From an optimization exercise on the open Yosys and OpenROAD flow, aimed at small area; shortcuts taken in it are not production practice. Where RTL was checked, it was by simulation tests only, not by an equivalence proof against the original. Only the layout flow was run in runs 1 to 6; the RTL was not checked for function there. Power is estimated from default activity; no workload was simulated.

$ cat config.mk
export PLATFORM = sky130hd
export DESIGN_NAME = top
export DESIGN_NICKNAME = top
export VERILOG_FILES = /design/flow/design.v
export SDC_FILE = /design/flow/constraint.sdc
export NUM_CORES = 4
export LEC_CHECK = 0
export CAP_MARGIN = 20
export CORE_MARGIN = 2
export CORE_UTILIZATION = 40
export SLEW_MARGIN = 20
$ cat run.sh
#!/bin/bash
# synth_recipe.tcl (not shown) runs the flow's synth.tcl, then flattens the netlist and writes it again
# the make line also repeats each setting of config.mk as NAME=value (left out here)
make -C /OpenROAD-flow-scripts/flow DESIGN_CONFIG=/design/flow/config.mk WORK_HOME=/design/flow/orfs CLKGATE_MAP_FILE= SYNTH_SCRIPT=/design/flow/synth_recipe.tcl finish
$ cat design.v
module display (
    input  logic clk,
    input  logic rst,
    input  logic [11:0] bin,
    input  logic blank_in,
    output logic [6:0] seg,
    output logic [3:0] an
);
  localparam logic [7:0] D_TT = 8'd14;
  localparam logic [7:0] C_TT = 8'd7;
  logic [3:0]  d14;
  logic [3:0]  c;
  logic [1:0]  j;           
  logic        first;       
  logic [11:0] a, d;
  logic [3:0]  dq;
  logic        blank_q;
  logic        load;
  logic d_fb, c_fb, c1or2, c2, c3;
  assign d_fb  = d14[3] ^ D_TT[{d14[2], d14[1], d14[0]}];
  assign c_fb  = c[3] ^ C_TT[{c[2], c[1], c[0]}];
  assign load  = ~d14[1] & ~d14[2] & ~d14[3];       
  assign c1or2 = c[0] & ~c[2] & ~c[3];              
  assign c2    = c[0] & c[1];                       
  assign c3    = c[1] & c[2];                       
  logic [1:0] sel_next;
  assign sel_next = j + {1'b0, c1or2};
  logic [5:0] v;
  logic [3:0] digit;
  assign v = sel_next[1] ? d[11:6] : d[5:0];
  assign digit = sel_next[0] ? 4'(v / 6'd10) : 4'(v % 6'd10);
  always_ff @(posedge clk) begin
    if (rst) begin
      d14 <= 4'b0001;
      c <= 4'b0000;
      j <= 2'd0;
      first <= 1'b1;
      dq <= 4'd0;
      blank_q <= 1'b1;
    end else begin
      d14 <= {d14[2:0], d_fb};
      c <= {c[2:0], c_fb};
      if (c2) j <= j + 2'd1;
      if (load & c3) first <= 1'b0;             
      dq <= first ? 4'd0 : digit;
      blank_q <= blank_in;
    end
  end
  always_ff @(posedge clk) begin
    if (load) begin
      a <= bin;
      d <= a;
    end
  end
  always_comb begin
    case (dq)
      4'd0: seg = 7'b1000000;
      4'd1: seg = 7'b1111001;
      4'd2: seg = 7'b0100100;
      4'd3: seg = 7'b0110000;
      4'd4: seg = 7'b0011001;
      4'd5: seg = 7'b0010010;
      4'd6: seg = 7'b0000010;
      4'd7: seg = 7'b1111000;
      4'd8: seg = 7'b0000000;
      4'd9: seg = 7'b0010000;
      default: seg = 7'bxxxxxxx;
    endcase
  end
  assign an = blank_q ? 4'b1111 : ~(4'b0001 << j);
endmodule
module timebase (
    input  logic clk,
    input  logic rst,
    input  logic clr,
    output logic tick,
    output logic bst
);
  localparam logic [7:0] LO_TT = 8'd179;    
  localparam logic [7:0] HI_TT = 8'd93;     
  logic [5:0] lo;
  logic       ph, prev;
  logic [9:0] hi;
  logic lo_fb, hi_fb, lo49, lo0, hi500;
  assign lo_fb = lo[5] ^ LO_TT[{lo[3], lo[1], lo[0]}];
  assign hi_fb = hi[9] ^ HI_TT[{hi[6], hi[4], hi[1]}];
  assign lo49  = ~lo[0] & ~lo[1] & ~lo[3] & ~lo[4] & lo[5];           
  assign lo0   = ~lo[0] & ~lo[1] & ~lo[2] & ~lo[4] & ~lo[5];          
  assign hi500 = hi == 10'b1000100001;                                
  always_ff @(posedge clk) begin
    if (rst) begin
      lo <= 6'd0;
      ph <= 1'b0;
      hi <= 10'd0;
      bst <= 1'b0;
    end else begin
      lo <= {lo[4:0], lo_fb};
      if (lo49) ph <= ~ph;
      if (lo49 & ph) hi <= {hi[8:0], hi_fb};
      if (hi500 & lo0 & ~ph) bst <= ~bst;
    end
  end
  always_ff @(posedge clk) prev <= ~clr & ph;
  assign tick = ph & ~prev;
endmodule
module debounce (
    input  logic clk,
    input  logic rst,
    input  logic button,
    output logic result
);
  localparam logic [8:0] CLR = 9'b111011100;
  logic ff1, ff2;
  logic [8:0] s;
  logic ena, fb;
  assign ena = s[8] & s[7] & s[6] & s[5] & s[3] & s[2] & s[1];
  assign fb  = ~(s[8] ^ s[4]) | (s[7] & s[6] & s[5] & s[4] & s[2] & s[1] & s[0]);
  always_ff @(posedge clk) begin
    if (rst) begin
      ff1 <= 1'b0;
      ff2 <= 1'b0;
      result <= 1'b0;
      s <= CLR;
    end else begin
      ff1 <= button;
      ff2 <= ff1;
      if (ena) result <= ff2;
      if (ff1 ^ ff2) s <= CLR;
      else s <= {s[7:0], fb};
    end
  end
endmodule
module sw_counter (
    input  logic clk,
    input  logic clr,
    input  logic tick,
    input  logic mode_sw,
    input  logic start,
    input  logic stop,
    output logic [5:0] sec,
    output logic [5:0] min
);
  localparam logic [7:0] MS_TT = 8'd93;
  logic       run;
  logic [9:0] ms;
  logic ms_fb, ms_end, sec_end, min_end, step;
  assign ms_fb   = ms[9] ^ MS_TT[{ms[6], ms[4], ms[1]}];
  assign ms_end  = ms == 10'b1000000000;                           
  assign sec_end = sec[5] & sec[4] & sec[3] & sec[1] & sec[0];     
  assign min_end = min[5] & min[4] & min[3] & min[1] & min[0];     
  assign step = tick & mode_sw & run & ~(ms_end & sec_end & min_end);
  always_ff @(posedge clk) begin
    if (clr) begin
      run <= 1'b0;
      ms <= 10'd0;
      sec <= 6'd0;
      min <= 6'd0;
    end else begin
      if (start) run <= 1'b1;
      else if (stop) run <= 1'b0;
      if (step) begin
        ms <= {ms[8:0], ms_fb};
        if (ms_end) begin
          sec <= sec_end ? 6'd0 : sec + 6'd1;
          if (sec_end) min <= min + 6'd1;
        end
      end
    end
  end
endmodule
module tm_counter (
    input  logic clk,
    input  logic clr,
    input  logic tick,
    input  logic mode_sw,
    input  logic inc_sw,
    input  logic start,
    input  logic stop,
    input  logic inc_min,
    input  logic inc_sec,
    output logic [5:0] sec,
    output logic [5:0] min,
    output logic blink
);
  localparam logic [7:0] MS_TT = 8'd93;
  logic       run, set_t, ps, pm;
  logic [9:0] ms;
  logic ms_fb, ms0, sec0, min0, sec60, min_ge60, up, t_ev, es, em;
  logic sdn, sup, min_dec, min_inc, min_59;
  logic [5:0] sec_pm, min_pm;
  assign ms_fb    = ms[9] ^ MS_TT[{ms[6], ms[4], ms[1]}];
  assign ms0      = ms == 10'd0;
  assign sec0     = sec == 6'd0;
  assign min0     = min == 6'd0;
  assign sec60    = sec[5] & sec[4] & sec[3] & sec[2];    
  assign min_ge60 = min[5] & min[4] & min[3] & min[2];
  assign up   = inc_sw & ~run;                       
  assign t_ev = tick & ~mode_sw & run;
  assign es   = ~tick & inc_sec & ~ps;
  assign em   = ~tick & inc_min & ~pm & ~(inc_sec & ~ps);
  assign sdn  = (t_ev & ms0) | (es & ~up);           
  assign sup  = es & up;                             
  assign min_dec = (sdn & sec0 & ~min0) | (em & ~up & ~min0);
  assign min_inc = (sup & sec60) | (em & up & ~min_ge60);
  assign min_59  = em & ~up & min0;
  assign sec_pm = up ? sec + 6'd1 : sec - 6'd1;
  assign min_pm = up ? min + 6'd1 : min - 6'd1;
  always_ff @(posedge clk) begin
    if (clr) begin
      run <= 1'b0;
      set_t <= 1'b0;
      ms <= 10'd0;
      sec <= 6'd0;
      min <= 6'd0;
      ps <= 1'b0;
      pm <= 1'b0;
    end else begin
      if (start) begin
        if (set_t) run <= 1'b1;
      end else if (stop) run <= 1'b0;
      else if (inc_min || inc_sec) set_t <= 1'b1;
      if (t_ev & ~(ms0 & sec0 & min0)) ms <= {ms[8:0], ms_fb};
      if (sdn) begin
        if (!sec0) sec <= sec_pm;
        else if (!min0) sec <= 6'd59;
      end else if (sup) begin
        sec <= sec60 ? 6'd0 : sec_pm;
      end
      if (min_dec | min_inc) min <= min_pm;
      else if (min_59) min <= 6'd59;
      if (!tick) begin
        ps <= inc_sec;
        pm <= inc_min;
      end
    end
  end
  always_ff @(posedge clk) begin
    if (min0 && sec0) blink <= set_t;
    else if (clr | start | stop | inc_min | inc_sec) blink <= 1'b0;
  end
endmodule
module top (
    input  logic clk,
    input  logic rst,
    input  logic start_btn,
    input  logic stop_btn,
    input  logic softrst_sw,
    input  logic inc_min_btn,
    input  logic inc_sec_btn,
    input  logic inc_sw,
    input  logic mode_sw,
    output logic [6:0] seg,
    output logic [3:0] an
);
  logic start, stop, inc_min, inc_sec;
  debounce db_start (.clk(clk), .rst(rst), .button(start_btn),   .result(start));
  debounce db_stop  (.clk(clk), .rst(rst), .button(stop_btn),    .result(stop));
  debounce db_min   (.clk(clk), .rst(rst), .button(inc_min_btn), .result(inc_min));
  debounce db_sec   (.clk(clk), .rst(rst), .button(inc_sec_btn), .result(inc_sec));
  logic clr;
  assign clr = rst | softrst_sw;
  logic tick, bst;
  timebase tb (.clk(clk), .rst(rst), .clr(clr), .tick(tick), .bst(bst));
  logic [5:0] sec_sw, min_sw, sec_tm, min_tm;
  logic blink_tm;
  sw_counter swc (.clk(clk), .clr(clr), .tick(tick), .mode_sw(mode_sw), .start(start),
                  .stop(stop), .sec(sec_sw), .min(min_sw));
  tm_counter tmc (.clk(clk), .clr(clr), .tick(tick), .mode_sw(mode_sw), .inc_sw(inc_sw),
                  .start(start), .stop(stop), .inc_min(inc_min), .inc_sec(inc_sec),
                  .sec(sec_tm), .min(min_tm), .blink(blink_tm));
  display disp (.clk(clk), .rst(rst),
                .bin(mode_sw ? {min_sw, sec_sw} : {min_tm, sec_tm}),
                .blank_in(blink_tm & ~mode_sw & bst), .seg(seg), .an(an));
endmodule
$ cat constraint.sdc
create_clock -name core_clock -period 10.0 [get_ports {clk}]
set_input_delay 2.0000 -clock core_clock [delete_from_list [all_inputs] [get_ports {clk}]]
set_output_delay 2.0000 -clock core_clock [all_outputs]
set_load 0.01 [all_outputs]
==> flow_summary.toml, run 1 <==
[floorplan]
core_area_um2 = 16600
die_w_um = 135
die_area_um2 = 18100
placementRows = 47
floorplan.initialDensity_pct = 41.1
die_h_um = 135
io_pins = 20

[timing]
period_needed_ns = 4.75
max-slew-margin-rel_pct = 45.0
final-max-slew-violation-count = 0
fin_skew_ns = 0.0109
max_clock_freq_ghz = 0.211
hold_viol_final = 0
final.setup.tns_ns = 0
post-route-period-util_pct = 47.5
grt_setup_unrepaired = "false"
layout_setup_ws_ns = 5.25
finalSetupViolCount = 0
worstMarginPinSlew_ns = 0.825

[yosys]
synth_edf_count = 25
synth_cell_types = 61
synth_top_cell_by_area = "dfxtp_1"
yosysWarnings = 5
synth_area_um2 = 6840
ys_ff_latch = 160
syn-num-nets = 722
synth_cells = 689
synth.area.top_cells = "dfxtp_1 40%, edfxtp_1 11%, mux2i_1 5.4%"
async_reset_ff_share_pct = 0
ys.flop_type = "dfxtp_1"
synth_top_area_share_pct = 39.5
ys_seq_area_share_pct = 50.5
synth_area_per_cell_um2 = 9.92

[worst_setup_path]
crit_arrival_ns = 5.08
crit_path_end_kind = "register"
crit_fanout = 18
start_kind = "input port"
required_ns = 10.33
critPathKind = "in2reg"

[route]
drtIter0Drc = 321
vias_per_cell = 5.09
drc_errors = 0
wl_um = 12500
drt-wirelength-per-cell_um = 13.2
vias = 4802
firstDrtPassIters = 4
antenna_left = 0

[run_status]
status = "no timing/DRC/antenna violations"

[clocking]
cts_resized = 0
insertion_delay_ns = 0.42
cts_hold_buffers = 0
numCtsBuffers = 17
cts_sinks = 160
cts_tree = "built"
clk_path_buf_depth = 2
path_clk_slew_ns = 0.06
cts-root-buf = "clkbuf_16"
post_cts.repair.setup_buffers = 0
htree_levels = 4

[global_route]
grt_max_degree = 74
grt_pass1_wl_um = 21700
grt_overflow = 0
grt_pass1_vias = 4709
grt_antenna_before_repair = 0
grt_usage_pct = 14.8

[layout]
design_area_um2 = 7850
nNetsFinal = 744
final_util_pct = 47.2
drive_gt1_share_pct = 8.98
layout_commonest_cell = "dfxtp_1"
most-common-layout-cells = "135 x dfxtp_1, 93 x nor2_1, 46 x nand2_1"
nFillCells = 1541
n_antenna_cell = 0
syn_to_final_growth_pct = 14.9

[place]
place.gp.congestion = 0.893
hpwl_um = 8620
numPortBuffers = 19
place_ws_ns = 4.88
placed_area_um2 = 7250

[run]
drv_cap = 0

[hold_path]
hp-class = "reg2reg"

[pwr]
power_leakage_nw = 3.20
p_total_mw = 1.44
ir_worst_vdd_mv = 0.126
pwr_density_cell_nw_per_um2 = 183
## power by group
group / leakage, nW / internal (mW) / switching [mW]
Combinational: 1.56 / 0.0393 / 0.0494
Sequential: 1.35 / 0.678 / 0.0160
Clock: 0.288 / 0.377 / 0.276
Total: 3.20 / 1.09 / 0.341
## layer usage
layer	share of wire, %	routed length [um]	GRT usage [%]	vias to the layer above
met4	1.8	224	5.91	0
li1	-	-	-	2454
met1	46	5800	18.3	2271
met5	0	0	0	-
met2	49	6100	24.8	59
met3	2.9	364	3.79	18
## per-stage QoR
| step | hold WS (ns) | cells |
|---|---|---|
| 6_report | 0.419 | 944 |
| 5_1_grt | 0.436 | 944 |
| 4_1_cts | 0.419 | 944 |
| 3_5_place_dp | 0.405 | 912 |
| 3_3_place_gp | 0.406 | 912 |
| 2_1_floorplan | 0.400 | 689 |
## state kept, by name, indices dropped and copies added, names as in the netlist, 7 cells and up
signal and cells:
tmc.ms 10, db_start.s 9, disp.d 12, db_sec.s 9
db_min.s 9, db_stop.s 9, seg 7, swc.ms 10
tb.hi 10, disp.a 12
## worst max-delay path, cell delays in order
cell and delay (ns):
clkdlybuf4s50_1 0.77, nor4bb_1 0.84, nand4_1 0.24, a21oi_1 0.27, nand2b_1 0.15, a21oi_1 0.16
o21ai_0 0.29, a21oi_1 0.14, a211oi_1 0.21
## final cells by class
type	instances	area, um2	share of cell area (%)
flip-flops and latches	160	3450	44.0
clock buffers	18	429	5.46
well taps	220	275	3.50
multi-input cells	484	3220	41.0
repair buffers	22	208	2.64
inverters	26	97.6	1.24
clock inverters	14	173	2.20
## worst paths after layout
| check | startpoint | end | slack (ns) | depth (start not counted) |
|---|---|---|---|---|
| max reg2reg | disp.c[0] | seg[0] | 5.88 | 16 |
| max | mode_sw | tmc.min[5] | 5.25 | 9 |
| min | disp.a[11] | disp.d[11] | 0.42 | 0 |
| min reg2reg | disp.a[11] | disp.d[11] | 0.42 | 0 |
## kinds of logic (layout without fill, tap and decap cells)
kind of cell               Yosys count  count (layout)  synth area share, %
buffers and inverters               45              80                 2.47
adders and majority gates           24              24                 4.61
xor gates and xnor gates            32              32                 4.48
DFF                                160             160                 50.5
muxes                               49              49                 7.51
and+or+nand+nor                    281             281                 21.0
AOI/OAI and AO/OA                   98              98                 9.37
## synthesized netlist by cell type (2+ instances only)
cell type,n
inv_1,25
xor2_1,11
a22oi_1,2
xnor2_1,19
and3b_1,3
fa_1,2
o221a_2,4
mux2i_1,37
or3_1,24
nand3_1,17
o21ai_1,2
nor4b_1,3
edfxtp_1,25
nor2_1,93
a21oi_1,36
a21o_1,7
and2_1,13
nand2b_1,10
mux2_4,2
nor3_1,6
nor2b_1,27
mux2_2,10
o21ai_0,22
a31oi_1,5
a211o_1,2
clkbuf_1,18
nor4bb_1,2
o211ai_1,2
dfxtp_1,135
or3b_2,2
and3_1,6
nor3b_1,2
or2_2,3
nand4_1,8
o21bai_1,3
ha_1,22
and4_1,3
nand4b_1,3
nor4_1,6
nand2_1,46
==> run 2: changes to the inputs <==
--- a/config.mk
+++ b/config.mk
@@ -10,2 +10,4 @@
 export CORE_UTILIZATION = 40
+export CTS_BUF_LIST = sky130_fd_sc_hd__clkbuf_8
+export CTS_CLUSTER_SIZE = 20
 export SLEW_MARGIN = 20
==> run 2 against run 1 <==
  * Still clean
  * Wire length fell by 1.3%
  * Global-route usage fell by 0.23 points
  * Die area unchanged
  * First-iteration DRC count did not move
  * Clock skew increased by 0.0070 ns
  * Non-clock buffer count is the same
  * Count of clock-buffer cells in the layout fell by 1
  * Design area decreased by 2.4%
  * Sequential power about the same
  * Flip-flop and latch count unchanged
  * Combinational power about the same
==> flow_summary.toml, run 2 <==
[global_route]
grt_usage_pct = 14.6
grt_antenna_before_repair = 0
grt_max_degree = 74
grt_pass1_vias = 4640
grt_overflow = 0
grt_pass1_wl_um = 21400

[worst_setup_path]
startpoint = "mode_sw"
setup.worst_path.end = "tmc.min[5]"
crit_fanout = 18
cp_common_cell = "a21oi_1"
crit_path_top_delay_cell = "nor4bb_1"
r2r_setup_slack_ns = 5.87
r2r_cells = 16
max_stage_delay_ns = 0.83
cp_cell_sequence = "clkdlybuf4s50_1 -> nor4bb_1 -> nand4_1 -> a21oi_1 -> nand2b_1 -> a21oi_1 -> o21ai_0 -> a21oi_1 -> a211oi_1"
crit_arrival_ns = 5.06
rr_endpoint = "seg[0]"
r2r-start = "disp.c[0]"
start_kind = "input port"
crit_path_end_kind = "register"
required_ns = 10.36
critPathKind = "in2reg"

[yosys]
synth_compound_area_share_pct = 9.37
synth.most_common_cell = "dfxtp_1"
synth_area_per_cell_um2 = 9.92
async_reset_ff_share_pct = 0
synth_edf_count = 25
synth_top_family_by_area = "simple AND/OR/NAND/NOR gates"
synth.area.mux_share_pct = 7.51
ys.flop_type = "dfxtp_1"
synth.area.top_cells = "dfxtp_1 40%, edfxtp_1 11%, mux2i_1 5.4%"
synth_area_um2 = 6840
syn-num-nets = 722
synthAdderAreaFrac_pct = 4.61
synth_top_area_share_pct = 39.5
synthTopCellsByCount = "135 x dfxtp_1, 93 x nor2_1, 46 x nand2_1, 37 x mux2i_1, 36 x a21oi_1"
yosysWarnings = 5
ys_seq_area_share_pct = 50.5
synth_top_cell_by_area = "dfxtp_1"
synth-xor-area-share_pct = 4.48
synth_cell_types = 61
synthSimpleGateAreaFrac_pct = 21.0
ys_ff_latch = 160
synth_cells = 689

[hold_path]
min-delay-start = "disp.a[11]"
hp-class = "reg2reg"

[pwr]
ir_worst_vdd_mv = 0.0839
pwr_density_cell_nw_per_um2 = 165
power_leakage_nw = 3.12

[route]
vias = 4762
wl_um = 12300
drc_errors = 0
antenna_left = 0
vias_per_cell = 5.04
drtIter0Drc = 321
drt-wirelength-per-cell_um = 13.1
firstDrtPassIters = 6

[timing]
finalSetupViolCount = 0
max-slew-margin-rel_pct = 44.7
final.setup.tns_ns = 0
fin_skew_ns = 0.0179
period_needed_ns = 4.69
layout_setup_ws_ns = 5.31
worstMarginPinSlew_ns = 0.830
final-max-slew-violation-count = 0
grt_setup_unrepaired = "false"
max_clock_freq_ghz = 0.213
hold_viol_final = 0
post-route-period-util_pct = 46.9

[layout]
nNetsFinal = 744
largestRegisters = "disp.a (12), disp.d (12)"
n_antenna_cell = 0
syn_to_final_growth_pct = 12.1
drive_gt1_share_pct = 8.98
most-common-layout-cells = "135 x dfxtp_1, 93 x nor2_1, 46 x nand2_1"
layout_commonest_cell = "dfxtp_1"

[place]
hpwl_um = 8620
place.gp.congestion = 0.893
numPortBuffers = 19
place_ws_ns = 4.88

[floorplan]
floorplan.initialDensity_pct = 41.1
die_area_um2 = 18100
placementRows = 47
die_w_um = 135
io_pins = 20
die_h_um = 135
core_area_um2 = 16600

[clocking]
cts_hold_buffers = 0
cts_tree = "built"
numCtsBuffers = 17
clk_path_buf_depth = 2
insertion_delay_ns = 0.46
cts_sinks = 160
path_clk_slew_ns = 0.08
htree_levels = 4
post_cts.repair.setup_buffers = 0
cts_resized = 0
cts-root-buf = "clkbuf_8"

[run]
drv_cap = 0

[run_status]
status = "no timing/DRC/antenna violations"
==> run 2: cell types whose count changed in the layout (fill, tap and decap cells not counted), sizes merged <==
cell,before,now
clkbuf,18,17
inv,33,34
==> run 2: routing by layer <==
metal | vias to the layer above | track usage [%] | share of wire, %
met5 | - | 0 | 0
met4 | 0 | 5.09 | 1.2
met3 | 12 | 3.53 | 3.0
met2 | 57 | 24.6 | 49
met1 | 2247 | 18.3 | 46
li1 | 2446 | - | -
==> run 2: report_power, final <==
group          internal, mW  switching [mW]  leakage [nW]  total (mW)
Clock                 0.230           0.255         0.205       0.485
Sequential            0.678          0.0160          1.35       0.694
Combinational        0.0393          0.0493          1.56      0.0886
Total                 0.947           0.320          3.12        1.27
==> run 2: cell families after synthesis <==
| group | count (synthesis) |
|---|---|
| XOR/XNOR | 32 |
| AND/OR/NAND/NOR | 281 |
| adder cells (fa/ha/maj) | 24 |
| AO/OA/AOI/OAI | 98 |
| multiplexers | 49 |
| flip-flops | 160 |
| buffers and inverters | 45 |
==> run 2: final cells by class <==
cell class              instances  area [um2]
fillers                      1572        8980
flip-flops and latches        160        3450
multi-input cells             484        3220
well taps                     220         275
clock buffers                  17         234
repair buffers                 22         208
clock inverters                15         176
inverters                      26        97.6
==> run 2: through the flow <==
step                total power, mW  hold WS [ns]  util [%]  cell area, um2  cells
global placement              0.794         0.406      43.6            7250    912
detailed placement            0.798         0.405      43.6            7250    912
global route                   1.32         0.438      46.0            7660    944
finish                         1.27         0.423      46.0            7660    944
floorplan                     0.775         0.400         -            6840    689
CTS                            1.28         0.424      46.0            7660    944
==> run 2: critical path, delay by kind of cell <==
kind	cells	cell delay [ns]
AND/OR/NAND/NOR	3	1.22
buffers and inverters	1	0.77
AO/OA/AOI/OAI	5	1.07
==> run 2: how the worst min path moves through the flow <==
stage                      end  slack (ns)  cells past startpoint
CTS                 disp.d[11]        0.42                      0
global route         disp.d[9]        0.44                      0
global placement     disp.d[8]        0.41                      0
finish              disp.d[11]        0.42                      0
detailed placement  disp.d[11]        0.40                      0
floorplan            disp.d[0]        0.40                      0
==> run 3: changes to the inputs <==
--- a/config.mk
+++ b/config.mk
@@ -9,5 +9,4 @@
 export CORE_MARGIN = 2
-export CORE_UTILIZATION = 40
+export CORE_UTILIZATION = 65
 export CTS_BUF_LIST = sky130_fd_sc_hd__clkbuf_8
-export CTS_CLUSTER_SIZE = 20
 export SLEW_MARGIN = 20
==> run 3 against run 2 <==
  * Still clean
  * Via count rose by 0.36%
  * Wire length fell by 2.4%
  * Utilization rose by 28 points
  * Total power is 4.1% higher
  * Worst setup slack got worse by 0.020 ns
  * Global-route usage increased by 8.7 points
  * Final cell count is 8.9% lower
==> flow_summary.toml, run 3 <==
[run_status]
status = "no timing/DRC/antenna violations"

[timing]
post-route-period-util_pct = 47.1
period_needed_ns = 4.71
whs_ns = 0.420
grt_setup_unrepaired = "false"
max-slew-margin-rel_pct = 44.0
final.setup.tns_ns = 0
max_clock_freq_ghz = 0.212
finalSetupViolCount = 0
worstMarginPinSlew_ns = 0.834
hold_viol_final = 0
fin_skew_ns = 0.00792
final-max-slew-violation-count = 0

[clocking]
cts-root-buf = "clkbuf_8"
cts_tree = "built"
numCtsBuffers = 17
htree_levels = 4
path_clk_slew_ns = 0.08
clk_path_buf_depth = 2
post_cts.repair.setup_buffers = 0
cts_sinks = 160
insertion_delay_ns = 0.44
cts_resized = 0
cts_hold_buffers = 0

[floorplan]
io_pins = 20
die_area_um2 = 11400
placementRows = 37
floorplan.initialDensity_pct = 66.5
core_area_um2 = 10300
die_w_um = 107
die_h_um = 107

[layout]
syn_to_final_growth_pct = 11.3
final_util_pct = 74.0
multiInputGateArea_um2 = 3220
most-common-layout-cells = "135 x dfxtp_1, 93 x nor2_1, 46 x nand2_1"
nFillCells = 770
final_cells = 860
largestRegisters = "disp.a (12), disp.d (12)"
n_antenna_cell = 0
drive_gt1_share_pct = 8.84
layout_commonest_cell = "dfxtp_1"
seqCellArea_um2 = 3450
nNetsFinal = 744

[global_route]
grt_max_degree = 74
grt_overflow = 0
grt_usage_pct = 23.3
grt_antenna_before_repair = 0
grt_pass1_wl_um = 21200
grt_pass1_vias = 4756

[worst_setup_path]
crit_path_end_kind = "register"
crit_fanout = 18
critPathKind = "in2reg"
start_kind = "input port"
crit_arrival_ns = 5.07
required_ns = 10.36

[place]
place.gp.congestion = 0.874
hpwl_um = 8300
numPortBuffers = 19
placed_cells = 828

[yosys]
synth_top_area_share_pct = 39.5
synth_area_per_cell_um2 = 9.92
syn-num-nets = 722
async_reset_ff_share_pct = 0
synth_cells = 689
ys.flop_type = "dfxtp_1"
synth_top_cell_by_area = "dfxtp_1"
synth_edf_count = 25
synth_area_um2 = 6840
ys_seq_area_share_pct = 50.5
synth_cell_types = 61
yosysWarnings = 5
synth.area.top_cells = "dfxtp_1 40%, edfxtp_1 11%, mux2i_1 5.4%"
synthTopCellsByCount = "135 x dfxtp_1, 93 x nor2_1, 46 x nand2_1, 37 x mux2i_1, 36 x a21oi_1"
synth.most_common_cell = "dfxtp_1"
ys_ff_latch = 160

[run]
drv_cap = 0

[route]
drc_errors = 0
drt-wirelength-per-cell_um = 14.0
vias_per_cell = 5.56
wl_um = 12000
vias = 4779
antenna_left = 0
drtIter0Drc = 177
firstDrtPassIters = 5

[hold_path]
hp-class = "reg2reg"

[pwr]
pwr_density_cell_nw_per_um2 = 173
power_leakage_nw = 3.16
ir_worst_vdd_mv = 0.111
[run 3: changes by cell type in the layout (fill, tap and decap cells not counted), sizes merged]
cell	previous run	this run
inv	34	28
bufinv	2	5
clkbuf	17	20
clkinv	3	5
clkinvlp	2	0
[run 3: path summary, 6_finish.rpt]
path	from	endpoint	slack, ns	cells past startpoint
max	mode_sw	tmc.min[5]	5.29	9
min	disp.a[5]	disp.d[5]	0.42	0
max reg2reg	disp.c[0]	seg[0]	5.93	16
min reg2reg	disp.a[5]	disp.d[5]	0.42	0
[run 3: cells by family (layout without fill, tap and decap cells)]
family | Yosys count | count (layout) | share of synthesized area, %
AND/OR/NAND/NOR | 281 | 281 | 21.0
flip-flops | 160 | 160 | 50.5
AO/OA/AOI/OAI | 98 | 98 | 9.37
multiplexers | 49 | 49 | 7.51
buffers and inverters | 45 | 80 | 2.47
XOR/XNOR | 32 | 32 | 4.48
adder cells (fa/ha/maj) | 24 | 24 | 4.61
[run 3: layout make-up]
type	instances	area share (%)
well taps	136	2.24
multi-input cells	484	42.3
clock buffers	20	3.62
repair buffers	22	2.73
flip-flops and latches	160	45.4
inverters	26	1.28
clock inverters	12	2.47
[run 3: power by group]
part	switching [mW]	internal (mW)
Sequential	0.0161	0.678
Combinational	0.0500	0.0395
Clock	0.221	0.315
Total	0.287	1.03
[run 3: worst max-delay path, stage by stage]
cell and delay, ns:
clkdlybuf4s50_1 0.78, nor4bb_1 0.80, nand4_1 0.23, a21oi_1 0.27
nand2b_1 0.15, a21oi_1 0.16, o21ai_0 0.31, a21oi_1 0.14
a211oi_1 0.23
[run 3: routing by layer]
layer	global-route usage, %	share of wire [%]	wire (um)	vias to the layer above
met5	0	0	0	-
met1	28.6	46	5550	2265
met3	5.95	3.1	369	12
met4	7.88	1.3	162	0
met2	39.9	49	5950	59
li1	-	-	-	2443
[run 3: per-stage QoR]
stage          worst slack (ns)  power [mW]  instance area, um2
6_report                   5.29        1.32                7610
4_1_cts                    5.36        1.33                7610
5_1_grt                    5.07        1.37                7610
3_3_place_gp               5.06       0.792                7150
2_1_floorplan              5.89       0.775                6840
3_5_place_dp               4.88       0.797                7150
==> run 4: changes to the inputs <==
--- a/config.mk
+++ b/config.mk
@@ -10,3 +10,3 @@
 export CORE_UTILIZATION = 65
-export CTS_BUF_LIST = sky130_fd_sc_hd__clkbuf_8
+export CTS_BUF_LIST = sky130_fd_sc_hd__clkbuf_4
 export SLEW_MARGIN = 20
==> run 4 against run 3 <==
  * Sequential power about the same
  * Highest routed layer unchanged
  * Sequential share of layout area up 0.78 points
  * Maximum frequency up 2.7%
  * Worst setup slack better by 0.12 ns
  * Utilization down 1.3 points
==> flow_summary.toml, run 4 <==
[floorplan]
die_h_um = 107
io_pins = 20
die_w_um = 107
die_area_um2 = 11400
placementRows = 37
floorplan.initialDensity_pct = 66.5
core_area_um2 = 10300

[global_route]
grt_overflow = 0
grt_pass1_vias = 4762
grt_usage_pct = 23.3
grt_max_degree = 74
grt_pass1_wl_um = 21200
grt_antenna_before_repair = 0

[clocking]
cts_sinks = 160
htree_levels = 4
path_clk_slew_ns = 0.12
post_cts.repair.setup_buffers = 0
clk_path_buf_depth = 2
insertion_delay_ns = 0.55
cts_tree = "built"
numCtsBuffers = 17
cts_hold_buffers = 0
cts_resized = 0
cts-root-buf = "clkbuf_4"

[worst_setup_path]
r2r_setup_slack_ns = 5.91
crit_fanout = 18
critPathBufInv = 1
r2r_cells = 16
critPathKind = "in2reg"
required_ns = 10.47
cp_cell_sequence = "clkdlybuf4s50_1 -> nor4bb_1 -> nand4_1 -> a21oi_1 -> nand2b_1 -> a21oi_1 -> o21ai_0 -> a21oi_1 -> a211oi_1"
start_kind = "input port"
rr_endpoint = "seg[0]"
r2r-start = "disp.c[0]"
max_stage_delay_ns = 0.79
crit_arrival_ns = 5.06
cp_common_cell = "a21oi_1"
crit_path_end_kind = "register"
crit_path_top_delay_cell = "nor4bb_1"
crit_family = "simple AND/OR/NAND/NOR gates"

[timing]
finalSetupViolCount = 0
grt_setup_unrepaired = "false"
period_needed_ns = 4.59
final.setup.tns_ns = 0
hold_viol_final = 0
fin_skew_ns = 0.0157
max_clock_freq_ghz = 0.218
worstMarginPinSlew_ns = 0.820
final-max-slew-violation-count = 0
max-slew-margin-rel_pct = 45.3
post-route-period-util_pct = 45.9

[yosys]
syn-num-nets = 722
synth_top_area_share_pct = 39.5
synth.area.top_cells = "dfxtp_1 40%, edfxtp_1 11%, mux2i_1 5.4%"
ys.flop_type = "dfxtp_1"
synth_cell_types = 61
synth_top_cell_by_area = "dfxtp_1"
synth_area_per_cell_um2 = 9.92
synth.most_common_cell = "dfxtp_1"
synth_area_um2 = 6840
synthTopCellsByCount = "135 x dfxtp_1, 93 x nor2_1, 46 x nand2_1, 37 x mux2i_1, 36 x a21oi_1"
yosysWarnings = 5
synth_edf_count = 25
synth_cells = 689
ys_seq_area_share_pct = 50.5
ys_ff_latch = 160
async_reset_ff_share_pct = 0

[layout]
largestRegisters = "disp.a (12), disp.d (12)"
layout_commonest_cell = "dfxtp_1"
most-common-layout-cells = "135 x dfxtp_1, 93 x nor2_1, 46 x nand2_1"
drive_gt1_share_pct = 8.70
n_antenna_cell = 0
multiInputGateArea_um2 = 3220
seqCellArea_um2 = 3450
nFillCells = 790
final_util_pct = 72.8
syn_to_final_growth_pct = 9.45
nNetsFinal = 744

[hold_path]
hold_path_depth = 0
whs_endpoint = "disp.d[0]"
hp-class = "reg2reg"
min-delay-start = "disp.a[0]"

[route]
drtIter0Drc = 194
drt-wirelength-per-cell_um = 13.8
vias = 4786
wl_um = 11900
drc_errors = 0
vias_per_cell = 5.57
antenna_left = 0
firstDrtPassIters = 4

[run_status]
status = "no timing/DRC/antenna violations"

[place]
numPortBuffers = 19
hpwl_um = 8300
place.gp.congestion = 0.874

[pwr]
power_leakage_nw = 3.10
pwr_density_cell_nw_per_um2 = 163
ir_worst_vdd_mv = 0.102

[run]
drv_cap = 0
run 4: cell types whose count changed in the layout (fill, tap and decap cells not counted):
cell / before / now
clkbuf_4: 0 / 19
clkbuf_8: 20 / 0
inv_1: 27 / 25
clkinv_1: 1 / 4
run 4: how the worst max path moves through the flow:
stage | start | end | slack (ns) | cells after the start
floorplan | inc_sw | tmc.min[5] | 5.89 | 9
global placement | mode_sw | tmc.min[5] | 5.06 | 9
detailed placement | mode_sw | tmc.min[5] | 4.88 | 9
CTS | mode_sw | tmc.min[5] | 5.48 | 9
global route | mode_sw | tmc.min[5] | 5.20 | 9
finish | mode_sw | tmc.min[5] | 5.41 | 9
run 4: through the flow:
step / power, mW / area, um2 / setup WS, ns / instances / hold WS (ns)
floorplan: 0.775 / 6840 / 5.89 / 689 / 0.400
global placement: 0.792 / 7150 / 5.06 / 828 / 0.405
detailed placement: 0.797 / 7150 / 4.88 / 828 / 0.405
CTS: 1.23 / 7480 / 5.48 / 860 / 0.419
global route: 1.27 / 7480 / 5.20 / 860 / 0.434
finish: 1.22 / 7480 / 5.41 / 860 / 0.411
run 4: cell type report:
| class | instances | share of cell area, % |
|---|---|---|
| Tap cell | 136 | 2.27 |
| Inverter | 26 | 1.30 |
| Sequential cell | 160 | 46.2 |
| Timing Repair Buffer | 22 | 2.78 |
| Multi-Input combinational cell | 484 | 43.0 |
| Clock inverter | 13 | 2.56 |
| Clock buffer | 19 | 1.91 |
run 4: logic make-up after synthesis:
logic type / synth area share [%]
multiplexers: 7.51
flip-flops: 50.5
buffers and inverters: 2.47
AO/OA/AOI/OAI: 9.37
adder cells (fa/ha/maj): 4.61
XOR/XNOR: 4.48
AND/OR/NAND/NOR: 21.0
run 4: power breakdown:
group	switching, mW	internal (mW)
logic	0.0504	0.0395
clock network	0.208	0.226
registers	0.0160	0.678
run 4: layer usage:
metal	wire length (um)	global-route usage [%]	share of wire, %	vias up
li1	-	-	-	2452
met1	5510	28.5	46	2255
met2	5870	40.2	49	63
met3	374	6.13	3.1	16
met4	143	7.05	1.2	0
met5	0	0	0	-
==> run 5: changes to the inputs <==
==> flow/run.sh (new file) <==
#!/bin/bash
# Own flow: the standard layout, with clock tree synthesis told not to add
# dummy loads and smaller port buffers.  Each tool's output goes to its own log.
set -euo pipefail
cat >> config.mk <<'EOC'
export CTS_ARGS = -sink_clustering_enable -repair_clock_nets -dont_use_dummy_load -buf_list sky130_fd_sc_hd__clkbuf_8
export BUFFER_PORTS_ARGS = -buffer_cell sky130_fd_sc_hd__buf_1
EOC
bash standard.sh > standard_flow.log 2>&1
==> standard.sh (new file) <==
#!/bin/bash
# synth_recipe.tcl (not shown) runs the flow's synth.tcl, then flattens the netlist and writes it again
# the make line also repeats each setting of config.mk as NAME=value (left out here)
make -C /OpenROAD-flow-scripts/flow DESIGN_CONFIG=/design/flow/config.mk WORK_HOME=/design/flow/orfs CLKGATE_MAP_FILE= SYNTH_SCRIPT=/design/flow/synth_recipe.tcl "${@:-finish}"
--- a/config.mk
+++ b/config.mk
@@ -9,4 +9,5 @@
 export CORE_MARGIN = 2
-export CORE_UTILIZATION = 65
-export CTS_BUF_LIST = sky130_fd_sc_hd__clkbuf_4
+export CORE_UTILIZATION = 40
 export SLEW_MARGIN = 20
+export CTS_ARGS = -sink_clustering_enable -repair_clock_nets -dont_use_dummy_load -buf_list sky130_fd_sc_hd__clkbuf_8
+export BUFFER_PORTS_ARGS = -buffer_cell sky130_fd_sc_hd__buf_1
removed: run.sh
==> run 5 against run 4 <==
  * Highest routed layer unchanged
  * Sequential share of layout area is 0.67 points higher
  * Final cell count grew 8.0%
  * First-iteration DRC count rose by 41%
  * Global-route usage decreased by 9.0 points
  * Maximum frequency is 7.2% higher
  * Critical path type unchanged
  * Largest power group unchanged
==> flow_summary.toml, run 5 <==
[yosys]
synth.area.mux_share_pct = 7.51
synth_edf_count = 25
async_reset_ff_share_pct = 0
ys.flop_type = "dfxtp_1"
synth_top_family_by_area = "simple AND/OR/NAND/NOR gates"
synthAdderAreaFrac_pct = 4.61
yosysWarnings = 5
synthSimpleGateAreaFrac_pct = 21.0
synth-xor-area-share_pct = 4.48
synth_area_um2 = 6840
ys_seq_area_share_pct = 50.5
ys_ff_latch = 160
synth_top_cell_by_area = "dfxtp_1"
synth.area.top_cells = "dfxtp_1 40%, edfxtp_1 11%, mux2i_1 5.4%"
synth_cells = 689
synth_compound_area_share_pct = 9.37
synth.most_common_cell = "dfxtp_1"
synth_top_area_share_pct = 39.5
synth_cell_types = 61
syn-num-nets = 722
synth_area_per_cell_um2 = 9.92
synthTopCellsByCount = "135 x dfxtp_1, 93 x nor2_1, 46 x nand2_1, 37 x mux2i_1, 36 x a21oi_1"

[layout]
syn_to_final_growth_pct = 7.87
design_area_um2 = 7370
final_util_pct = 44.3
nNetsFinal = 744
most-common-layout-cells = "135 x dfxtp_1, 93 x nor2_1, 46 x nand2_1"
seqCellArea_um2 = 3450
largestRegisters = "disp.a (12), disp.d (12)"
multiInputGateArea_um2 = 3220
drive_gt1_share_pct = 7.19
layout_commonest_cell = "dfxtp_1"
n_antenna_cell = 0
nFillCells = 1591

[clocking]
htree_levels = 4
clk_path_buf_depth = 2
cts_resized = 0
path_clk_slew_ns = 0.07
cts_hold_buffers = 0
insertion_delay_ns = 0.45
numCtsBuffers = 17
cts-root-buf = "clkbuf_8"
post_cts.repair.setup_buffers = 0
cts_sinks = 160
cts_tree = "built"

[global_route]
grt_overflow = 0
grt_pass1_vias = 4640
grt_use_met2_pct = 23.3
top_usage_layer = "met2"
grt_antenna_before_repair = 0
gr-usage-met3_pct = 3.87
grt_max_degree = 74
grt_usage_pct = 14.2
grt_use_met1_pct = 17.8
grt_pass1_wl_um = 21000

[worst_setup_path]
required_ns = 10.34
crit_fanout = 18
r2r_setup_slack_ns = 5.83
rr_endpoint = "seg[0]"
crit_arrival_ns = 4.62
r2r-start = "disp.c[0]"
r2r_cells = 16
crit_path_end_kind = "register"
critPathKind = "in2reg"
start_kind = "input port"

[timing]
hold_viol_final = 0
final-max-slew-violation-count = 0
fin_skew_ns = 0.0316
final.setup.tns_ns = 0
finalSetupViolCount = 0
post-route-period-util_pct = 42.8
period_needed_ns = 4.28
max_clock_freq_ghz = 0.234
grt_setup_unrepaired = "false"
max-slew-margin-rel_pct = 42.6
layout_setup_ws_ns = 5.72
worstMarginPinSlew_ns = 0.862

[route]
wl_um = 12100
antenna_left = 0
vias_per_cell = 5.07
vias = 4714
drt-wirelength-per-cell_um = 13.0
drc_errors = 0
firstDrtPassIters = 5
drtIter0Drc = 273

[floorplan]
die_w_um = 135
placementRows = 47
die_area_um2 = 18100
floorplan.initialDensity_pct = 41.1
die_h_um = 135
io_pins = 20
core_area_um2 = 16600

[run_status]
status = "no timing/DRC/antenna violations"

[place]
place_ws_ns = 5.32
numPortBuffers = 19
placed_area_um2 = 7140
place.gp.congestion = 0.904
hpwl_um = 8530

[pwr]
p_int_mw = 0.865
pwr_density_cell_nw_per_um2 = 152
power_frac_seq_pct = 61.8
p_sw_mw = 0.258
p_clk_share_pct = 30.5
power_leakage_nw = 2.99
ir_worst_vdd_mv = 0.0880
p_comb_share_pct = 7.6
swShare_pct = 23.0

[hold_path]
min-delay-start = "disp.a[0]"
whs_endpoint = "disp.d[0]"
hold_path_depth = 0
hp-class = "reg2reg"

[run]
drv_cap = 0
[run 5: cell counts after synthesis]
Identical to the previous run, type by type.
[run 5: cells by family (layout without fill, tap and decap cells)]
family,after synthesis,in the layout
mux,49,49
compound gates,98,98
xor+xnor,32,32
flops,160,160
fa+ha+maj,24,24
buf+inv,45,65
simple gates,281,281
[run 5: worst max path at each step]
stage	from	to	slack, ns	cells after the start
global route	mode_sw	tmc.min[5]	5.34	9
global placement	inc_sw	tmc.min[5]	5.51	10
detailed placement	mode_sw	tmc.min[5]	5.32	9
finish	mode_sw	tmc.min[5]	5.72	9
CTS	mode_sw	tmc.min[5]	5.76	9
floorplan	inc_sw	tmc.min[5]	5.89	9
[run 5: per-stage QoR]
step / cells / power (mW) / hold slack [ns]
after floorplan: 689 / 0.775 / 0.400
after global placement: 912 / 0.791 / 0.402
after detailed placement: 912 / 0.795 / 0.408
after CTS: 929 / 1.14 / 0.434
after global routing: 929 / 1.18 / 0.441
final: 929 / 1.12 / 0.431
[run 5: area by class of cell]
type	count	share of cell area (%)
Sequential cell	160	46.8
Multi-Input combinational cell	484	43.6
Tap cell	220	3.73
Clock buffer	17	3.17
Inverter	26	1.32
Timing Repair Buffer	22	1.29
[run 5: per-layer routing]
layer / share of wire, % / vias to the layer above / routed length [um]
met2: 48 / 71 / 5810
met3: 3.3 / 22 / 404
met1: 47 / 2198 / 5720
li1: - / 2423 / -
met5: 0 / - / 0
met4: 1.5 / 0 / 186
[run 5: power by group through the flow]
stage / registers [mW] / logic [mW] / clock network [mW]
global placement: 0.707 / 0.0838 / 0
global route: 0.697 / 0.0971 / 0.384
detailed placement: 0.709 / 0.0864 / 0
floorplan: 0.703 / 0.0711 / 0
finish: 0.694 / 0.0857 / 0.343
CTS: 0.694 / 0.0868 / 0.358
[run 5: critical path, stage by stage]
cell and delay, ns:
buf_1 0.35, nor4bb_1 0.81, nand4_1 0.25, a21oi_1 0.26
nand2b_1 0.15, a21oi_1 0.16, o21ai_0 0.29, a21oi_1 0.14
a211oi_1 0.22
==> run 6: changes to the inputs <==
--- a/flow/run.sh
+++ b/flow/run.sh
@@ -5,3 +5,3 @@
 cat >> config.mk <<'EOC'
-export CTS_ARGS = -sink_clustering_enable -repair_clock_nets -dont_use_dummy_load -buf_list sky130_fd_sc_hd__clkbuf_8
+export CTS_ARGS = -sink_clustering_enable -repair_clock_nets -dont_use_dummy_load -buf_list sky130_fd_sc_hd__clkbuf_4
 export BUFFER_PORTS_ARGS = -buffer_cell sky130_fd_sc_hd__buf_1
--- a/config.mk
+++ b/config.mk
@@ -9,5 +9,5 @@
 export CORE_MARGIN = 2
-export CORE_UTILIZATION = 40
+export CORE_UTILIZATION = 65
 export SLEW_MARGIN = 20
-export CTS_ARGS = -sink_clustering_enable -repair_clock_nets -dont_use_dummy_load -buf_list sky130_fd_sc_hd__clkbuf_8
+export CTS_ARGS = -sink_clustering_enable -repair_clock_nets -dont_use_dummy_load -buf_list sky130_fd_sc_hd__clkbuf_4
 export BUFFER_PORTS_ARGS = -buffer_cell sky130_fd_sc_hd__buf_1
==> run 6 against run 5 <==
  * Clock power fell by 26%
  * Worst setup slack got worse by 0.0098 ns
  * Critical path depth did not move
  * Total power fell by 7.8%
  * Count of clock-buffer cells in the layout did not move
  * Die area fell by 37%
  * Register-to-register slack barely moved
  * Largest cell class unchanged
  * Wire length fell by 0.26%
  * Utilization rose by 25 points
  * Critical path type unchanged
==> flow_summary.toml, run 6 <==
[worst_setup_path]
crit_arrival_ns = 4.70
crit_path_end_kind = "register"
cp_cell_sequence = "buf_1 -> nor4bb_1 -> nand4_1 -> a21oi_1 -> nand2b_1 -> a21oi_1 -> o21ai_0 -> a21oi_1 -> a211oi_1"
setup.worst_path.end = "tmc.min[5]"
crit_fanout = 18
cp_common_cell = "a21oi_1"
r2r-start = "disp.c[0]"
required_ns = 10.41
startpoint = "mode_sw"
crit_family = "simple AND/OR/NAND/NOR gates"
max_stage_delay_ns = 0.84
crit_path_top_delay_cell = "nor4bb_1"
rr_endpoint = "seg[0]"
critPathBufInv = 1
start_kind = "input port"
critical_path_depth = 9
critPathKind = "in2reg"
r2r_cells = 16
r2r_setup_slack_ns = 5.83

[route]
vias_per_cell = 5.61
vias = 4745
firstDrtPassIters = 5
drtIter0Drc = 289
antenna_left = 0
drc_errors = 0
wl_um = 12100
drt-wirelength-per-cell_um = 14.3

[yosys]
syn-num-nets = 722
synth_cells = 689
synth.area.top_cells = "dfxtp_1 40%, edfxtp_1 11%, mux2i_1 5.4%"
synth_edf_count = 25
synthTopCellsByCount = "135 x dfxtp_1, 93 x nor2_1, 46 x nand2_1, 37 x mux2i_1, 36 x a21oi_1"
synth_top_cell_by_area = "dfxtp_1"
ys.flop_type = "dfxtp_1"
ys_seq_area_share_pct = 50.5
yosysWarnings = 5
synth_top_area_share_pct = 39.5
async_reset_ff_share_pct = 0
ys_ff_latch = 160
synth_cell_types = 61
synth_area_um2 = 6840
synth_area_per_cell_um2 = 9.92
synth.most_common_cell = "dfxtp_1"

[timing]
worstMarginPinSlew_ns = 0.891
max-slew-margin-rel_pct = 40.6
max_clock_freq_ghz = 0.233
hold_viol_final = 0
grt_setup_unrepaired = "false"
post-route-period-util_pct = 42.9
period_needed_ns = 4.29
fin_skew_ns = 0.0314
finalSetupViolCount = 0
final-max-slew-violation-count = 0
final.setup.tns_ns = 0

[clocking]
cts_tree = "built"
post_cts.repair.setup_buffers = 0
cts_sinks = 160
cts-root-buf = "clkbuf_4"
path_clk_slew_ns = 0.10
cts_resized = 0
insertion_delay_ns = 0.53
clk_path_buf_depth = 2
cts_hold_buffers = 0
htree_levels = 4
numCtsBuffers = 17

[floorplan]
io_pins = 20
floorplan.initialDensity_pct = 66.5
core_area_um2 = 10300
die_area_um2 = 11400
placementRows = 37
die_h_um = 107
die_w_um = 107

[layout]
largestRegisters = "disp.a (12), disp.d (12)"
drive_gt1_share_pct = 7.19
nNetsFinal = 744
final_util_pct = 69.7
most-common-layout-cells = "135 x dfxtp_1, 93 x nor2_1, 46 x nand2_1"
design_area_um2 = 7160
layout_commonest_cell = "dfxtp_1"
syn_to_final_growth_pct = 4.81

[global_route]
grt_antenna_before_repair = 1
grt_max_degree = 74
grt_overflow = 0
grt_usage_pct = 23.0
grt_pass1_vias = 4663
grt_pass1_wl_um = 20800

[pwr]
power_leakage_nw = 2.94
ir_worst_vdd_mv = 0.106
pwr_density_cell_nw_per_um2 = 145
p_total_mw = 1.04

[hold_path]
hp-class = "reg2reg"

[place]
placed_area_um2 = 7030
numPortBuffers = 19
hpwl_um = 8630
place.gp.congestion = 0.872

[run_status]
status = "no timing/DRC/antenna violations"

[run]
drv_cap = 0
## run 6: worst min path at each step
stage,startpoint,slack (ns),to,cells after the start
global route,disp.a[4],0.44,disp.d[4],0
detailed placement,disp.a[6],0.40,disp.d[6],0
finish,disp.a[6],0.43,disp.d[6],0
CTS,disp.a[6],0.43,disp.d[6],0
floorplan,disp.a[0],0.40,disp.d[0],0
global placement,disp.a[2],0.40,disp.d[2],0
## run 6: routing by layer
layer	part of all wire, %	routed length, um	GRT usage, %	vias to the layer above
met2	49	5910	39.1	70
met1	46	5610	28.3	2238
li1	-	-	-	2423
met5	0	0	0	-
met3	3.5	427	6.56	14
met4	1.1	138	7.51	0
## run 6: cell type report
cell class,count,area [um2]
Antenna cell,1,2.50
Sequential cell,160,3450
Clock buffer,17,128
Multi-Input combinational cell,484,3220
Fill cell,850,3110
Tap cell,136,170
Timing Repair Buffer,22,95.1
Inverter,26,97.6
## run 6: worst reg2reg max path: stages, from the launching register on
cell      delay (ns)
dfxtp_1         0.39
nor3b_1         0.27
ha_1            0.35
xor2_4          0.33
mux2i_1         0.16
ha_1            0.23
o21bai_1        0.17
a221oi_1        0.34
nor2_1          0.13
nor2_1          0.19
xnor2_1         0.21
ha_1            0.30
nand2_1         0.07
a21oi_1         0.06
a311oi_4        0.39
mux2_4          0.34
and2_1          0.16
## run 6: cell families after synthesis
kind of cell	synth area share, %
compound gates	9.37
simple gates	21.0
mux	7.51
fa+ha+maj	4.61
buf+inv	2.47
xor+xnor	4.48
flops	50.5
## run 6: power by group
part / switching, mW / internal (mW) / leakage (nW) / total (mW)
clock: 0.177 / 0.0778 / 0.0782 / 0.255
combinational: 0.0495 / 0.0366 / 1.51 / 0.0861
sequential: 0.0160 / 0.678 / 1.35 / 0.694
## run 6: through the flow
stage	hold WS [ns]	cells	setup WS (ns)
3_3_place_gp	0.404	828	5.54
2_1_floorplan	0.400	689	5.89
4_1_cts	0.431	845	5.82
5_1_grt	0.440	846	5.50
6_report	0.432	846	5.71
3_5_place_dp	0.405	828	5.30
==> run 7: changes to the inputs <==
--- a/design.v
+++ b/design.v
@@ -26,3 +26,3 @@
   logic [1:0] sel_next;
-  assign sel_next = j + {1'b0, c1or2};
+  assign sel_next = {j[1] ^ (j[0] & c1or2), j[0] ^ c1or2};
   logic [5:0] v;
@@ -30,3 +30,11 @@
   assign v = sel_next[1] ? d[11:6] : d[5:0];
-  assign digit = sel_next[0] ? 4'(v / 6'd10) : 4'(v % 6'd10);
+  logic [2:0] r2, r3, r4;  logic q2, q3, q4;
+  logic [3:0] x2, x3, x4;
+  assign x2 = {1'b0, v[5], v[4], v[3]};
+  assign q2 = x2 >= 4'd5;  assign r2 = q2 ? 3'(x2 - 4'd5) : x2[2:0];
+  assign x3 = {r2, v[2]};
+  assign q3 = x3 >= 4'd5;  assign r3 = q3 ? 3'(x3 - 4'd5) : x3[2:0];
+  assign x4 = {r3, v[1]};
+  assign q4 = x4 >= 4'd5;  assign r4 = q4 ? 3'(x4 - 4'd5) : x4[2:0];
+  assign digit = sel_next[0] ? {1'b0, q2, q3, q4} : {r4, v[0]};
   always_ff @(posedge clk) begin
@@ -42,3 +50,3 @@
       c <= {c[2:0], c_fb};
-      if (c2) j <= j + 2'd1;
+      if (c2) j <= {j[1] ^ j[0], ~j[0]};
       if (load & c3) first <= 1'b0;             
@@ -112,20 +120,21 @@
   localparam logic [8:0] CLR = 9'b111011100;
-  logic ff1, ff2;
-  logic [8:0] s;
-  logic ena, fb;
+  localparam logic [8:0] POL = 9'b010101010;
+  logic ff1_n, ff2;            
+  logic [8:0] r, s;
+  logic ena, fb, clr;
+  assign s   = r ^ POL;
   assign ena = s[8] & s[7] & s[6] & s[5] & s[3] & s[2] & s[1];
   assign fb  = ~(s[8] ^ s[4]) | (s[7] & s[6] & s[5] & s[4] & s[2] & s[1] & s[0]);
+  assign clr = rst | (ff1_n == ff2);
   always_ff @(posedge clk) begin
     if (rst) begin
-      ff1 <= 1'b0;
+      ff1_n <= 1'b1;
       ff2 <= 1'b0;
       result <= 1'b0;
-      s <= CLR;
-    end else begin
-      ff1 <= button;
-      ff2 <= ff1;
+    end else begin
+      ff1_n <= ~button;
+      ff2 <= ~ff1_n;
       if (ena) result <= ff2;
-      if (ff1 ^ ff2) s <= CLR;
-      else s <= {s[7:0], fb};
-    end
+    end
+    r <= clr ? (CLR ^ POL) : ({s[7:0], fb} ^ POL);
   end
@@ -151,2 +160,8 @@
   assign step = tick & mode_sw & run & ~(ms_end & sec_end & min_end);
+  logic inc_s, inc_m;
+  logic [5:0] sec_t, min_t;
+  assign inc_s = step & ms_end;
+  assign inc_m = inc_s & sec_end;
+  assign sec_t = {inc_s & (&sec[4:0]), inc_s & (&sec[3:0]), inc_s & (&sec[2:0]), inc_s & (&sec[1:0]), inc_s & sec[0], inc_s};
+  assign min_t = {inc_m & (&min[4:0]), inc_m & (&min[3:0]), inc_m & (&min[2:0]), inc_m & (&min[1:0]), inc_m & min[0], inc_m};
   always_ff @(posedge clk) begin
@@ -160,9 +175,5 @@
       else if (stop) run <= 1'b0;
-      if (step) begin
-        ms <= {ms[8:0], ms_fb};
-        if (ms_end) begin
-          sec <= sec_end ? 6'd0 : sec + 6'd1;
-          if (sec_end) min <= min + 6'd1;
-        end
-      end
+      if (step) ms <= {ms[8:0], ms_fb};
+      sec <= sec_end & inc_s ? 6'd0 : sec ^ sec_t;
+      min <= min ^ min_t;
     end
--- a/flow/run.sh
+++ b/flow/run.sh
@@ -5,4 +5,5 @@
 cat >> config.mk <<'EOC'
-export CTS_ARGS = -sink_clustering_enable -repair_clock_nets -dont_use_dummy_load -buf_list sky130_fd_sc_hd__clkbuf_4
+export CTS_ARGS = -sink_clustering_enable -repair_clock_nets -dont_use_dummy_load -buf_list sky130_fd_sc_hd__clkbuf_8
 export BUFFER_PORTS_ARGS = -buffer_cell sky130_fd_sc_hd__buf_1
+export RECOVER_POWER = 100
 EOC
--- a/config.mk
+++ b/config.mk
@@ -9,5 +9,6 @@
 export CORE_MARGIN = 2
-export CORE_UTILIZATION = 65
+export CORE_UTILIZATION = 75
 export SLEW_MARGIN = 20
-export CTS_ARGS = -sink_clustering_enable -repair_clock_nets -dont_use_dummy_load -buf_list sky130_fd_sc_hd__clkbuf_4
+export CTS_ARGS = -sink_clustering_enable -repair_clock_nets -dont_use_dummy_load -buf_list sky130_fd_sc_hd__clkbuf_8
 export BUFFER_PORTS_ARGS = -buffer_cell sky130_fd_sc_hd__buf_1
+export RECOVER_POWER = 100
==> run 7 against run 6 <==
  * Now fails the layout checks on max-capacitance violations, max-slew violations
  * Hold slack got worse by 0.062 ns
  * Clock skew up 0.0063 ns
  * Die area down 16%
  * Utilization grew 11 points
  * Design area is 2.9% lower
  * First-iteration DRC count fell by 10%
  * Maximum frequency is 20% lower
  * Wire length decreased by 2.8%
  * Count of clock-buffer cells in the layout unchanged
  * Register-to-register slack got worse by 0.20 ns
  * Synthesized cell count fell by 3.9%
  * Critical endpoint is now swc.ms[8]
  * Highest routed layer unchanged
==> flow_summary.toml, run 7 <==
[run_status]
status = "finished with violations"
check.faults = "max-capacitance violations, max-slew violations"

[route]
drtIter0Drc = 259
vias_per_cell = 6.00
wl_um = 11700
drc_errors = 0
drt-wirelength-per-cell_um = 14.9
firstDrtPassIters = 7
vias = 4746
antenna_left = 0

[worst_setup_path]
r2r_setup_slack_ns = 5.63
crit_fanout = 59
critPathKind = "in2reg"
start_kind = "input port"
crit_path_end_kind = "register"
crit_arrival_ns = 5.60
required_ns = 10.21

[yosys]
synth-xor-area-share_pct = 3.84
async_reset_ff_share_pct = 0
syn-num-nets = 697
synth_cells = 662
synth.area.mux_share_pct = 7.05
synthSimpleGateAreaFrac_pct = 20.1
synth_compound_area_share_pct = 9.70
synth_top_family_by_area = "simple AND/OR/NAND/NOR gates"
ys.flop_type = "dfxtp_1"
synth_cell_types = 70
synthAdderAreaFrac_pct = 5.17
ys_ff_latch = 157
synthTopCellsByCount = "132 x dfxtp_1, 77 x nor2_1, 54 x nand2_1, 37 x mux2i_1, 34 x a21oi_1"
synth.area.top_cells = "dfxtp_1 40%, edfxtp_1 11%, mux2i_1 5.6%"
synth_top_cell_by_area = "dfxtp_1"
synth_top_area_share_pct = 40.1
ys_seq_area_share_pct = 51.5
yosysWarnings = 5
synth.most_common_cell = "dfxtp_1"
synth_area_um2 = 6590
synth_area_per_cell_um2 = 9.95
synth_edf_count = 25

[timing]
max_clock_freq_ghz = 0.185
hold_viol_final = 0
final.setup.tns_ns = 0
worstMarginPinSlew_ns = 2.44
period_needed_ns = 5.39
post-route-period-util_pct = 53.9
max-slew-margin-rel_pct = -62.3
final-max-slew-violation-count = 100
fin_skew_ns = 0.0378
finalSetupViolCount = 0
grt_setup_unrepaired = "false"

[pwr]
p_total_mw = 1.09
ir_worst_vdd_mv = 0.102
power_leakage_nw = 2.76
pwr_density_cell_nw_per_um2 = 157

[floorplan]
placementRows = 34
die_area_um2 = 9550
die_h_um = 97.7
io_pins = 20
floorplan.initialDensity_pct = 76.3
die_w_um = 97.7
core_area_um2 = 8640

[layout]
syn_to_final_growth_pct = 5.60
largestRegisters = "disp.a (12), disp.d (12)"
most-common-layout-cells = "132 x dfxtp_1, 77 x nor2_1, 54 x nand2_1"
layout_commonest_cell = "dfxtp_1"
n_antenna_cell = 0
design_area_um2 = 6960
drive_gt1_share_pct = 5.42
final_cells = 791
nNetsFinal = 720
final_util_pct = 80.6

[clocking]
numCtsBuffers = 17
clk_path_buf_depth = 2
cts_sinks = 157
path_clk_slew_ns = 0.08
cts_hold_buffers = 0
htree_levels = 4
cts_resized = 0
insertion_delay_ns = 0.43
post_cts.repair.setup_buffers = 0
cts-root-buf = "clkbuf_8"
cts_tree = "built"

[place]
hpwl_um = 8140
placed_area_um2 = 6750
place.gp.congestion = 0.879
placed_cells = 774
numPortBuffers = 19

[run]
drv_cap = 2

[global_route]
grt_antenna_before_repair = 0
grt_overflow = 0
grt_usage_pct = 25.7
grt_pass1_vias = 4512
grt_pass1_wl_um = 20200
grt_max_degree = 60

[hold_path]
hp-class = "reg2reg"
[run 7: changes by cell type after synthesis, moves of 9 or more]
cell	before	now
nor2_1	93	77
o21ai_0	22	32
nor3_1	6	19
and2_1	13	4
or3_1	24	2
nand2b_1	10	19
nor2b_1	27	15
[run 7: power breakdown]
part	internal, mW	switching (mW)	total, mW
combinational	0.0297	0.0457	0.0755
sequential	0.666	0.0135	0.680
clock	0.150	0.188	0.338
total	0.846	0.247	1.09
[run 7: layout make-up]
cell class                 instances  area, um2
clock buffer                      17        234
fill                             562       1680
inverter                          27        101
multi-input combinational        460       3010
sequential                       157       3390
tap                              108        135
timing repair buffer              22       87.6
[run 7: critical path: stages]
cell      delay, ns
clkbuf_2       0.07
clkbuf_1       1.71
or2_0          1.63
nor2_1         0.17
[run 7: worst paths after layout]
path | startpoint | endpoint | cells after the start
worst max register to register | disp.c[0] | disp.dq[2] | 15
worst max-delay path | rst | swc.ms[8] | 4
worst min-delay path | db_sec.r[1] | db_sec.r[2] | 1
worst min register to register | db_sec.r[1] | db_sec.r[2] | 1
[run 7: routing by layer]
layer	vias up	GRT usage (%)	wire length, um
li1	2348	-	-
met1	2253	33.9	5340
met2	121	42.9	5660
met3	24	6.30	558
met4	0	7.16	189
met5	-	0	0
[run 7: per-stage QoR]
stage | setup WS, ns | hold WS [ns]
5_1_grt | 4.13 | 0.380
6_report | 4.61 | 0.369
3_3_place_gp | 5.82 | 0.360
4_1_cts | 6.02 | 0.367
2_1_floorplan | 6.05 | 0.353
3_5_place_dp | 5.71 | 0.364
[run 7: cell families after synthesis]
group | count (synthesis)
AO/OA/AOI/OAI | 104
XOR/XNOR | 28
adder cells (fa/ha/maj) | 26
buffers and inverters | 45
flip-flops | 157
multiplexers | 45
AND/OR/NAND/NOR | 257
==> run 8: changes to the inputs <==
--- a/flow/run.sh
+++ b/flow/run.sh
@@ -5,5 +5,4 @@
 cat >> config.mk <<'EOC'
-export CTS_ARGS = -sink_clustering_enable -repair_clock_nets -dont_use_dummy_load -buf_list sky130_fd_sc_hd__clkbuf_8
+export CTS_ARGS = -sink_clustering_enable -repair_clock_nets -dont_use_dummy_load -buf_list "sky130_fd_sc_hd__clkbuf_4 sky130_fd_sc_hd__clkbuf_8"
 export BUFFER_PORTS_ARGS = -buffer_cell sky130_fd_sc_hd__buf_1
-export RECOVER_POWER = 100
 EOC
--- a/config.mk
+++ b/config.mk
@@ -11,4 +11,3 @@
 export SLEW_MARGIN = 20
-export CTS_ARGS = -sink_clustering_enable -repair_clock_nets -dont_use_dummy_load -buf_list sky130_fd_sc_hd__clkbuf_8
+export CTS_ARGS = -sink_clustering_enable -repair_clock_nets -dont_use_dummy_load -buf_list "sky130_fd_sc_hd__clkbuf_4 sky130_fd_sc_hd__clkbuf_8"
 export BUFFER_PORTS_ARGS = -buffer_cell sky130_fd_sc_hd__buf_1
-export RECOVER_POWER = 100
==> run 8 against run 7 <==
  * Now clean on timing, DRC and antenna
  * Worst setup slack better by 1.4 ns
  * Sequential share of layout area is 0.19 points lower
  * Sequential power hardly changed
  * Combinational power is 1% higher
  * Clock skew is 0.0017 ns lower
  * Die area stayed put
  * Non-clock buffer count stayed put
  * Utilization is 0.32 points higher
==> flow_summary.toml, run 8 <==
[worst_setup_path]
required_ns = 10.31
rr_endpoint = "disp.dq[1]"
setup.worst_path.end = "swc.sec[5]"
crit_arrival_ns = 4.31
r2r-start = "disp.c[0]"
r2r_setup_slack_ns = 6.01
critPathKind = "in2reg"
r2r_cells = 15
startpoint = "mode_sw"
start_kind = "input port"
crit_fanout = 21
crit_path_end_kind = "register"

[clocking]
cts_hold_buffers = 0
cts_resized = 0
htree_levels = 4
post_cts.repair.setup_buffers = 0
cts_sinks = 157
insertion_delay_ns = 0.43
clk_path_buf_depth = 2
numCtsBuffers = 17
cts_tree = "built"
path_clk_slew_ns = 0.08
cts-root-buf = "clkbuf_8"

[yosys]
synth_top_cell_by_area = "dfxtp_1"
synth_area_um2 = 6590
syn-num-nets = 697
synth_edf_count = 25
async_reset_ff_share_pct = 0
synth_cell_types = 70
synthTopCellsByCount = "132 x dfxtp_1, 77 x nor2_1, 54 x nand2_1, 37 x mux2i_1, 34 x a21oi_1"
synth_cells = 662
ys.flop_type = "dfxtp_1"
yosysWarnings = 5
synth.area.top_cells = "dfxtp_1 40%, edfxtp_1 11%, mux2i_1 5.6%"
synth_top_area_share_pct = 40.1
ys_seq_area_share_pct = 51.5
ys_ff_latch = 157
synth.most_common_cell = "dfxtp_1"
synth_area_per_cell_um2 = 9.95

[timing]
max-slew-margin-rel_pct = 37.1
layout_setup_ws_ns = 5.99
period_needed_ns = 4.01
final.setup.tns_ns = 0
final-max-slew-violation-count = 0
post-route-period-util_pct = 40.1
worstMarginPinSlew_ns = 0.944
grt_setup_unrepaired = "false"
fin_skew_ns = 0.0360
max_clock_freq_ghz = 0.250
hold_viol_final = 0
finalSetupViolCount = 0

[floorplan]
die_w_um = 97.7
die_h_um = 97.7
io_pins = 20
floorplan.initialDensity_pct = 76.3
placementRows = 34
die_area_um2 = 9550
core_area_um2 = 8640

[pwr]
pwr_density_cell_nw_per_um2 = 156
p_total_mw = 1.09
ir_worst_vdd_mv = 0.102
power_leakage_nw = 2.77

[route]
wl_um = 11700
drc_errors = 0
drt-wirelength-per-cell_um = 14.8
vias = 4732
drtIter0Drc = 257
antenna_left = 0
vias_per_cell = 5.98
firstDrtPassIters = 5

[global_route]
grt_pass1_wl_um = 20200
grt_overflow = 0
grt_pass1_vias = 4512
grt_usage_pct = 25.7
grt_max_degree = 60
grt_antenna_before_repair = 0

[layout]
syn_to_final_growth_pct = 6.02
drive_gt1_share_pct = 6.73
design_area_um2 = 6990
final_cells = 791
most-common-layout-cells = "132 x dfxtp_1, 77 x nor2_1, 54 x nand2_1"
largestRegisters = "disp.a (12), disp.d (12)"
n_antenna_cell = 0
layout_commonest_cell = "dfxtp_1"
nNetsFinal = 720

[place]
numPortBuffers = 19
place_ws_ns = 5.71
placed_area_um2 = 6750
place.gp.congestion = 0.879
hpwl_um = 8140
placed_cells = 774

[run_status]
status = "no timing/DRC/antenna violations"

[hold_path]
hp-class = "reg2reg"

[run]
drv_cap = 0
[run 8: cell count changes in the layout (fill, tap and decap cells not counted), moves of 2 or more]
cell and change:
and2_0 -2, and2_1 +2, buf_4 +2, clkbuf_1 -3, mux2_1 -3, mux2_2 +2
[run 8: cell families (layout without fill, tap and decap cells)]
family,Yosys count,count (layout),synth area share [%]
fa+ha+maj,26,26,5.17
compound gates,104,104,9.70
xor+xnor,28,28,3.84
mux,45,45,7.05
buf+inv,45,66,2.64
flops,157,157,51.5
simple gates,257,257,20.1
[run 8: worst min path at each step]
stage | startpoint | endpoint | slack [ns] | cells past startpoint
final | db_sec.r[1] | db_sec.r[2] | 0.37 | 1
after floorplan | db_min.r[3] | db_min.r[4] | 0.35 | 1
after detailed placement | db_sec.r[1] | db_sec.r[2] | 0.36 | 1
after global routing | db_start.r[3] | db_start.r[4] | 0.38 | 1
after global placement | db_start.r[3] | db_start.r[4] | 0.36 | 1
after CTS | db_sec.r[1] | db_sec.r[2] | 0.37 | 1
[run 8: stage by stage]
step	hold WS, ns	utilization, %
after global placement	0.360	78.2
final	0.369	80.9
after floorplan	0.353	-
after detailed placement	0.364	78.2
after CTS	0.367	80.9
after global routing	0.380	80.9
[run 8: critical path: stages]
cell	delay [ns]
buf_1	0.69
nand3_1	0.44
nor4_1	0.71
nand3_1	0.22
nand3_1	0.14
o21ai_0	0.11
[run 8: metal layers]
metal | global-route usage (%) | part of all wire [%] | vias to the layer above
li1 | - | - | 2351
met1 | 33.9 | 45 | 2257
met2 | 42.9 | 49 | 104
met3 | 6.30 | 4.5 | 20
met4 | 7.16 | 1.4 | 0
met5 | 0 | 0 | -
[run 8: final cells by class]
type / instances / area, um2
sequential: 157 / 3390
multi-input combinational: 460 / 3030
fill: 554 / 1650
clock buffer: 17 / 234
tap: 108 / 135
inverter: 27 / 101
timing repair buffer: 22 / 95.1
[run 8: power by group]
group | switching (mW) | leakage (nW) | internal (mW)
registers | 0.0137 | 1.33 | 0.666
clock network | 0.186 | 0.122 | 0.150
logic | 0.0458 | 1.32 | 0.0307
total | 0.246 | 2.77 | 0.846
